Background: an optimization exercise with open tools, aiming at a short achievable clock period and few clock cycles. Do not read the settings as production practice.
Power is estimated from default activity; no workload was simulated.

v5:
==> flow/design.v <==
module wisc_core (
	err, halt, imem_addr, dmem_addr, dmem_wdata, dmem_en, dmem_wr,
	clk, rst, imem_rdata, dmem_rdata
	);
	input clk;
	input rst;
	output err;
	output halt;
	output [15:0] imem_addr;
	input  [15:0] imem_rdata;
	output [15:0] dmem_addr;
	output [15:0] dmem_wdata;
	output dmem_en;
	output dmem_wr;
	input  [15:0] dmem_rdata;
	reg [15:0] pc_f;             
	reg [15:0] ir_x;             
	reg [15:0] pc2_x;            
	reg        v_x;              
	reg        pt_x;             
	reg [15:0] m_addr, m_wdata;  
	reg        m_en, m_wr, m_ld;
	reg [2:0]  m_rd;             
	reg        halted;
	reg        err_r;
	reg [15:0] r0, r1, r2, r3, r4, r5, r6, r7;
	wire [4:0] op = ir_x[15:11];
	wire [2:0] rs = ir_x[10:8];
	wire [2:0] rt = ir_x[7:5];
	wire [2:0] rd = ir_x[4:2];
	wire i_halt  = (op == 5'b00000);
	wire i_ill   = (op[4:1] == 4'b0001);
	wire i_j     = (op == 5'b00100);
	wire i_jr    = (op == 5'b00101);
	wire i_jal   = (op == 5'b00110);
	wire i_jalr  = (op == 5'b00111);
	wire i_subi  = (op == 5'b01000);
	wire i_immal = (op[4:2] == 3'b010);    
	wire i_br    = (op[4:2] == 3'b011);
	wire i_st    = (op == 5'b10000);
	wire i_ld    = (op == 5'b10001);
	wire i_slbi  = (op == 5'b10010);
	wire i_stu   = (op == 5'b10011);
	wire i_shi   = (op[4:2] == 3'b101);
	wire i_lbi   = (op == 5'b11000);
	wire i_btr   = (op == 5'b11001);
	wire i_shr   = (op == 5'b11010);
	wire i_arith = (op == 5'b11011);
	wire i_set   = (op[4:2] == 3'b111);
	wire rs_used = ~(op[4:2] == 3'b000 || i_j || i_jal || i_lbi);
	wire rt_used = i_st | i_stu | i_shr | i_arith | i_set;
	function [15:0] rsel(input [2:0] s, input [15:0] a0, input [15:0] a1,
		input [15:0] a2, input [15:0] a3, input [15:0] a4, input [15:0] a5,
		input [15:0] a6, input [15:0] a7);
		case (s)
			3'd0: rsel = a0; 3'd1: rsel = a1; 3'd2: rsel = a2; 3'd3: rsel = a3;
			3'd4: rsel = a4; 3'd5: rsel = a5; 3'd6: rsel = a6; default: rsel = a7;
		endcase
	endfunction
	wire [15:0] A = rsel(rs, r0, r1, r2, r3, r4, r5, r6, r7);
	wire [15:0] B = rsel(rt, r0, r1, r2, r3, r4, r5, r6, r7);
	wire stall = v_x & m_ld & ((rs_used & (rs == m_rd)) | (rt_used & (rt == m_rd)));
	wire ex = v_x & ~stall & ~halted;    
	wire [15:0] imm5s  = {{11{ir_x[4]}}, ir_x[4:0]};
	wire [15:0] imm5z  = {11'd0, ir_x[4:0]};
	wire [15:0] imm8s  = {{8{ir_x[7]}}, ir_x[7:0]};
	wire [15:0] imm11s = {{5{ir_x[10]}}, ir_x[10:0]};
	wire sub_op = i_subi | (i_arith & (ir_x[1:0] == 2'b01));
	wire [15:0] add_a = sub_op ? ~A : A;
	wire [15:0] add_b = i_arith ? B : imm5s;
	wire [15:0] sum = add_a + add_b + {15'd0, sub_op};
	wire [16:0] diff = {1'b0, A} + {1'b0, ~B} + 17'd1;
	wire lt  = (A[15] ^ B[15]) ? A[15] : diff[15];
	wire eq  = (A == B);
	wire [16:0] csum = {1'b0, A} + {1'b0, B};
	reg set_v;
	always @(*) begin
		case (op[1:0])
			2'b00: set_v = eq;
			2'b01: set_v = lt;
			2'b10: set_v = lt | eq;
			default: set_v = csum[16];
		endcase
	end
	wire [3:0] cnt = i_shr ? B[3:0] : ir_x[3:0];
	wire [1:0] sop = i_shr ? ir_x[1:0] : op[1:0];
	wire [31:0] rotl_w = {A, A} << cnt;
	wire [31:0] rotr_w = {A, A} >> cnt;
	reg [15:0] shv;
	always @(*) begin
		case (sop)
			2'b00: shv = rotl_w[31:16];           
			2'b01: shv = A << cnt;                
			2'b10: shv = rotr_w[15:0];            
			default: shv = A >> cnt;              
		endcase
	end
	wire [15:0] rev;
	genvar gi;
	generate for (gi = 0; gi < 16; gi = gi + 1) begin : g_rev
		assign rev[gi] = A[15-gi];
	end endgenerate
	wire [15:0] lop_b = i_arith ? B : imm5z;
	wire [15:0] xorv  = A ^ lop_b;
	wire [15:0] andnv = A & ~lop_b;
	wire is_xor = i_arith ? (ir_x[1:0] == 2'b10) : (op[1:0] == 2'b11);
	wire is_andn = i_arith ? (ir_x[1:0] == 2'b11) : (op[1:0] == 2'b10);
	reg [15:0] res;
	always @(*) begin
		if (i_jal | i_jalr)            res = pc2_x;
		else if (i_set)                res = {15'd0, set_v};
		else if (i_shi | i_shr)        res = shv;
		else if (i_btr)                res = rev;
		else if (i_lbi)                res = imm8s;
		else if (i_slbi)               res = {A[7:0], ir_x[7:0]};
		else if (is_xor & (i_immal | i_arith))  res = xorv;
		else if (is_andn & (i_immal | i_arith)) res = andnv;
		else                           res = sum;
	end
	wire wr_en = i_immal | i_shi | i_ld | i_stu | i_lbi | i_slbi | i_btr |
		i_shr | i_arith | i_set | i_jal | i_jalr;
	wire wr_x = ex & wr_en & ~i_ld;    
	reg [2:0] wsel;
	always @(*) begin
		if (i_jal | i_jalr)                    wsel = 3'd7;
		else if (i_stu | i_lbi | i_slbi)       wsel = rs;
		else if (i_immal | i_shi | i_ld)       wsel = rt;
		else                                   wsel = rd;
	end
	reg cond;
	always @(*) begin
		case (op[1:0])
			2'b00: cond = (A != 16'd0);
			2'b01: cond = (A == 16'd0);
			2'b10: cond = A[15];
			default: cond = ~A[15];
		endcase
	end
	wire [15:0] tgt_pc  = pc2_x + ((i_j | i_jal) ? imm11s : imm8s);
	wire [15:0] tgt_reg = A + imm8s;
	wire taken = i_j | i_jal | i_jr | i_jalr | (i_br & cond);
	wire redirect = ex & ((i_jr | i_jalr) | ((i_br | i_j | i_jal) & (taken != pt_x)));
	wire [15:0] npc = (i_jr | i_jalr) ? tgt_reg : taken ? tgt_pc : pc2_x;
	wire [15:0] fi = imem_rdata;
	wire [15:0] pc2_f = pc_f + 16'd2;
	wire f_j  = (fi[15:13] == 3'b001) & ~fi[11];      
	wire f_br = (fi[15:13] == 3'b011);
	wire res_nz = (res != 16'd0);
	wire [7:0] w_r = {8{wr_x}} & (8'd1 << wsel);
	wire [15:0] rv [0:7];
	assign rv[0] = r0; assign rv[1] = r1; assign rv[2] = r2; assign rv[3] = r3;
	assign rv[4] = r4; assign rv[5] = r5; assign rv[6] = r6; assign rv[7] = r7;
	wire [7:0] nz_n, ng_n, pend;
	generate for (gi = 0; gi < 8; gi = gi + 1) begin : g_flags
		assign nz_n[gi] = w_r[gi] ? res_nz : (rv[gi] != 16'd0);
		assign ng_n[gi] = w_r[gi] ? res[15] : rv[gi][15];
		assign pend[gi] = ~w_r[gi] & ((m_ld & (m_rd == gi)) | (ex & i_ld & (rt == gi)));
	end endgenerate
	wire f_nz = nz_n[fi[10:8]];
	wire f_ng = ng_n[fi[10:8]];
	reg f_cond;
	always @(*) begin
		case (fi[12:11])
			2'b00: f_cond = f_nz;
			2'b01: f_cond = ~f_nz;
			2'b10: f_cond = f_ng;
			default: f_cond = ~f_ng;
		endcase
	end
	wire f_taken = f_j | (f_br & f_cond & ~pend[fi[10:8]]);
	wire [15:0] t8  = pc2_f + {{8{fi[7]}}, fi[7:0]};
	wire [15:0] t11 = pc2_f + {{5{fi[10]}}, fi[10:0]};
	wire [15:0] f_tgt = f_j ? t11 : t8;
	wire m_ld_wr = m_ld;    
	always @(posedge clk) begin
		if (rst) begin
			pc_f   <= 16'd0;
			v_x    <= 1'b0;
			m_en   <= 1'b0;
			m_wr   <= 1'b0;
			m_ld   <= 1'b0;
			halted <= 1'b0;
			err_r  <= 1'b0;
		end else begin
			if (redirect) begin
				pc_f <= npc;
				v_x  <= 1'b0;
			end else if (!stall) begin
				pc_f  <= f_taken ? f_tgt : pc2_f;
				ir_x  <= imem_rdata;
				pc2_x <= pc2_f;
				pt_x  <= f_taken;
				v_x   <= 1'b1;
			end
			m_en <= ex & (i_st | i_ld | i_stu);
			m_wr <= ex & (i_st | i_stu);
			m_ld <= ex & i_ld;
			if (ex & i_halt) halted <= 1'b1;
			err_r <= ex & i_ill;
		end
		m_addr  <= sum;
		m_wdata <= B;
		m_rd    <= rt;
	end
	always @(posedge clk) begin
		if (m_ld_wr & (m_rd == 3'd0)) r0 <= dmem_rdata;
		if (m_ld_wr & (m_rd == 3'd1)) r1 <= dmem_rdata;
		if (m_ld_wr & (m_rd == 3'd2)) r2 <= dmem_rdata;
		if (m_ld_wr & (m_rd == 3'd3)) r3 <= dmem_rdata;
		if (m_ld_wr & (m_rd == 3'd4)) r4 <= dmem_rdata;
		if (m_ld_wr & (m_rd == 3'd5)) r5 <= dmem_rdata;
		if (m_ld_wr & (m_rd == 3'd6)) r6 <= dmem_rdata;
		if (m_ld_wr & (m_rd == 3'd7)) r7 <= dmem_rdata;
		if (wr_x & (wsel == 3'd0)) r0 <= res;
		if (wr_x & (wsel == 3'd1)) r1 <= res;
		if (wr_x & (wsel == 3'd2)) r2 <= res;
		if (wr_x & (wsel == 3'd3)) r3 <= res;
		if (wr_x & (wsel == 3'd4)) r4 <= res;
		if (wr_x & (wsel == 3'd5)) r5 <= res;
		if (wr_x & (wsel == 3'd6)) r6 <= res;
		if (wr_x & (wsel == 3'd7)) r7 <= res;
	end
	assign imem_addr  = pc_f;
	assign dmem_addr  = m_addr;
	assign dmem_wdata = m_wdata;
	assign dmem_en    = m_en;
	assign dmem_wr    = m_wr;
	assign halt       = halted;
	assign err        = err_r;
endmodule
Settings: LEC_CHECK=0, ABC_CLOCK_PERIOD_IN_PS=4000, CAP_MARGIN=20, CORE_MARGIN=2, CORE_UTILIZATION=40, SLEW_MARGIN=20; clock period 24.0 ns.
standard.sh (not shown) runs the stock make flow with config.mk's settings and CLKGATE_MAP_FILE= SYNTH_SCRIPT=/design/flow/synth_recipe.tcl, a recipe that flattens the netlist after the stock synthesis.
==> flow/flow/run.sh <==
#!/bin/bash
# Layout flow: the standard flow (standard.sh, unchanged synthesis), with
# strong port buffers and timing repair that aims for much more setup slack
# than the 24 ns clock needs. Each tool's output goes to a log file here.
set -e
export SETUP_SLACK_MARGIN=18.3
export BUFFER_PORTS_ARGS="-buffer_cell sky130_fd_sc_hd__buf_4"
bash standard.sh > standard.log 2>&1
Input-level comparison between v8 and v5:
--- a/flow/design.v
+++ b/flow/design.v
@@ -16,10 +16,14 @@
 	reg [15:0] pc_f;             
 	reg [15:0] ir_x;             
 	reg [15:0] pc2_x;            
 	reg        v_x;              
 	reg        pt_x;             
+	reg [15:0] pc_x;             
+	reg [15:0]  bt_v;
+	reg [255:0] bt_pc;
+	reg [255:0] bt_tgt;
 	reg [15:0] m_addr, m_wdata;  
 	reg        m_en, m_wr, m_ld;
 	reg [2:0]  m_rd;             
 	reg        halted;
 	reg        err_r;
@@ -137,42 +141,16 @@
 		endcase
 	end
 	wire [15:0] tgt_pc  = pc2_x + ((i_j | i_jal) ? imm11s : imm8s);
 	wire [15:0] tgt_reg = A + imm8s;
 	wire taken = i_j | i_jal | i_jr | i_jalr | (i_br & cond);
-	wire redirect = ex & ((i_jr | i_jalr) | ((i_br | i_j | i_jal) & (taken != pt_x)));
-	wire [15:0] npc = (i_jr | i_jalr) ? tgt_reg : taken ? tgt_pc : pc2_x;
-	wire [15:0] fi = imem_rdata;
+	wire ctl = i_j | i_jal | i_jr | i_jalr | i_br;
+	wire redirect = ex & ((taken != pt_x) | ((i_jr | i_jalr) & (tgt_reg != pc_f)));
+	wire [15:0] npc = ~taken ? pc2_x : (i_jr | i_jalr) ? tgt_reg : tgt_pc;
+	wire [3:0] bt_i = pc_f[4:1];
+	wire bt_hit = bt_v[bt_i] & (bt_pc[16*bt_i +: 16] == pc_f);
 	wire [15:0] pc2_f = pc_f + 16'd2;
-	wire f_j  = (fi[15:13] == 3'b001) & ~fi[11];      
-	wire f_br = (fi[15:13] == 3'b011);
-	wire res_nz = (res != 16'd0);
-	wire [7:0] w_r = {8{wr_x}} & (8'd1 << wsel);
-	wire [15:0] rv [0:7];
-	assign rv[0] = r0; assign rv[1] = r1; assign rv[2] = r2; assign rv[3] = r3;
-	assign rv[4] = r4; assign rv[5] = r5; assign rv[6] = r6; assign rv[7] = r7;
-	wire [7:0] nz_n, ng_n, pend;
-	generate for (gi = 0; gi < 8; gi = gi + 1) begin : g_flags
-		assign nz_n[gi] = w_r[gi] ? res_nz : (rv[gi] != 16'd0);
-		assign ng_n[gi] = w_r[gi] ? res[15] : rv[gi][15];
-		assign pend[gi] = ~w_r[gi] & ((m_ld & (m_rd == gi)) | (ex & i_ld & (rt == gi)));
-	end endgenerate
-	wire f_nz = nz_n[fi[10:8]];
-	wire f_ng = ng_n[fi[10:8]];
-	reg f_cond;
-	always @(*) begin
-		case (fi[12:11])
-			2'b00: f_cond = f_nz;
-			2'b01: f_cond = ~f_nz;
-			2'b10: f_cond = f_ng;
-			default: f_cond = ~f_ng;
-		endcase
-	end
-	wire f_taken = f_j | (f_br & f_cond & ~pend[fi[10:8]]);
-	wire [15:0] t8  = pc2_f + {{8{fi[7]}}, fi[7:0]};
-	wire [15:0] t11 = pc2_f + {{5{fi[10]}}, fi[10:0]};
-	wire [15:0] f_tgt = f_j ? t11 : t8;
 	wire m_ld_wr = m_ld;    
 	always @(posedge clk) begin
 		if (rst) begin
 			pc_f   <= 16'd0;
 			v_x    <= 1'b0;
@@ -184,14 +162,15 @@
 		end else begin
 			if (redirect) begin
 				pc_f <= npc;
 				v_x  <= 1'b0;
 			end else if (!stall) begin
-				pc_f  <= f_taken ? f_tgt : pc2_f;
+				pc_f  <= bt_hit ? bt_tgt[16*bt_i +: 16] : pc2_f;
 				ir_x  <= imem_rdata;
 				pc2_x <= pc2_f;
-				pt_x  <= f_taken;
+				pc_x  <= pc_f;
+				pt_x  <= bt_hit;
 				v_x   <= 1'b1;
 			end
 			m_en <= ex & (i_st | i_ld | i_stu);
 			m_wr <= ex & (i_st | i_stu);
 			m_ld <= ex & i_ld;
@@ -199,10 +178,19 @@
 			err_r <= ex & i_ill;
 		end
 		m_addr  <= sum;
 		m_wdata <= B;
 		m_rd    <= rt;
+	end
+	always @(posedge clk) begin
+		if (rst)
+			bt_v <= 16'd0;
+		else if (ex & ctl) begin
+			bt_v[pc_x[4:1]] <= taken;
+			bt_pc[16*pc_x[4:1] +: 16]  <= pc_x;
+			bt_tgt[16*pc_x[4:1] +: 16] <= npc;
+		end
 	end
 	always @(posedge clk) begin
 		if (m_ld_wr & (m_rd == 3'd0)) r0 <= dmem_rdata;
 		if (m_ld_wr & (m_rd == 3'd1)) r1 <= dmem_rdata;
 		if (m_ld_wr & (m_rd == 3'd2)) r2 <= dmem_rdata;
## What came out
Comparing v5 and v8, the lower number of flops mapped to enable cells by yosys is on v5.
Looking at first element of the critical path, the pc_f[7]$_SDFFE_PP0P_ result is from v8; the imem_rdata[0] one comes from v5.
Going from v5 to v8, wire length of the first global-routing pass went up, mux share of post-synthesis cell area moved up, proportion of cell area occupied by registers went up 18 points, register-to-register slack climbed 1.03 ns, fmax went up.
As of v8, placed standard-cell area had risen by more than 100% compared to v5.
Summary of v8 over v5: post-route total power moved up; floorplan die area moved up.
[compare] base=v5 new=v8: sequential standard cell area moved up; distinct cell type count after synthesis moved down; net count of the mapped netlist moved up.
Run comparison: v8 standard cell with the maximum stage delay on the critical path dfxtp_4; v5 standard cell with the maximum stage delay on the critical path a2111o_1
For v8, the highest routed metal layer was met4, unlike v5, where it was met5.
Core utilization, v5 and v8: higher on v5
Row setup slack of the critical path after layout: v8 higher / v5 lower
Function was not checked in any run of this note: the RTL went through the layout flow alone.

[afterwards: timing with drivers on the ports]
In the flow no input, the clock included, has a driving cell. The finished layouts below were timed again as built, in two steps.
Step 1, drivers: a clkbuf_16 drives clk and a buf_2 each remaining input, both assumed.
Step 2 moves the port delays by t, midway between the first and last clock arrival at a register: inputs arrive t later, outputs are due t later. That takes back most of the time a late clock gives input paths.
Slacks: no drivers / after step 1 / after step 2; pairs: no drivers / after step 1.
run	t (ns)	slack for setup (ns)	clock arrival spread, ns	worst register clock-pin slew, ns
v5	0.636	16.435 / 16.454 / 15.818	0.050 / 0.050	0.07 / 0.07
v8	0.723	17.924 / 17.855 / 17.630	0.053 / 0.054	0.07 / 0.07
After both steps setup and hold are still met in every run listed. For v5, which loses most, drivers alone change the setup slack by +0.019 ns; drivers and shift together by -0.617 ns.
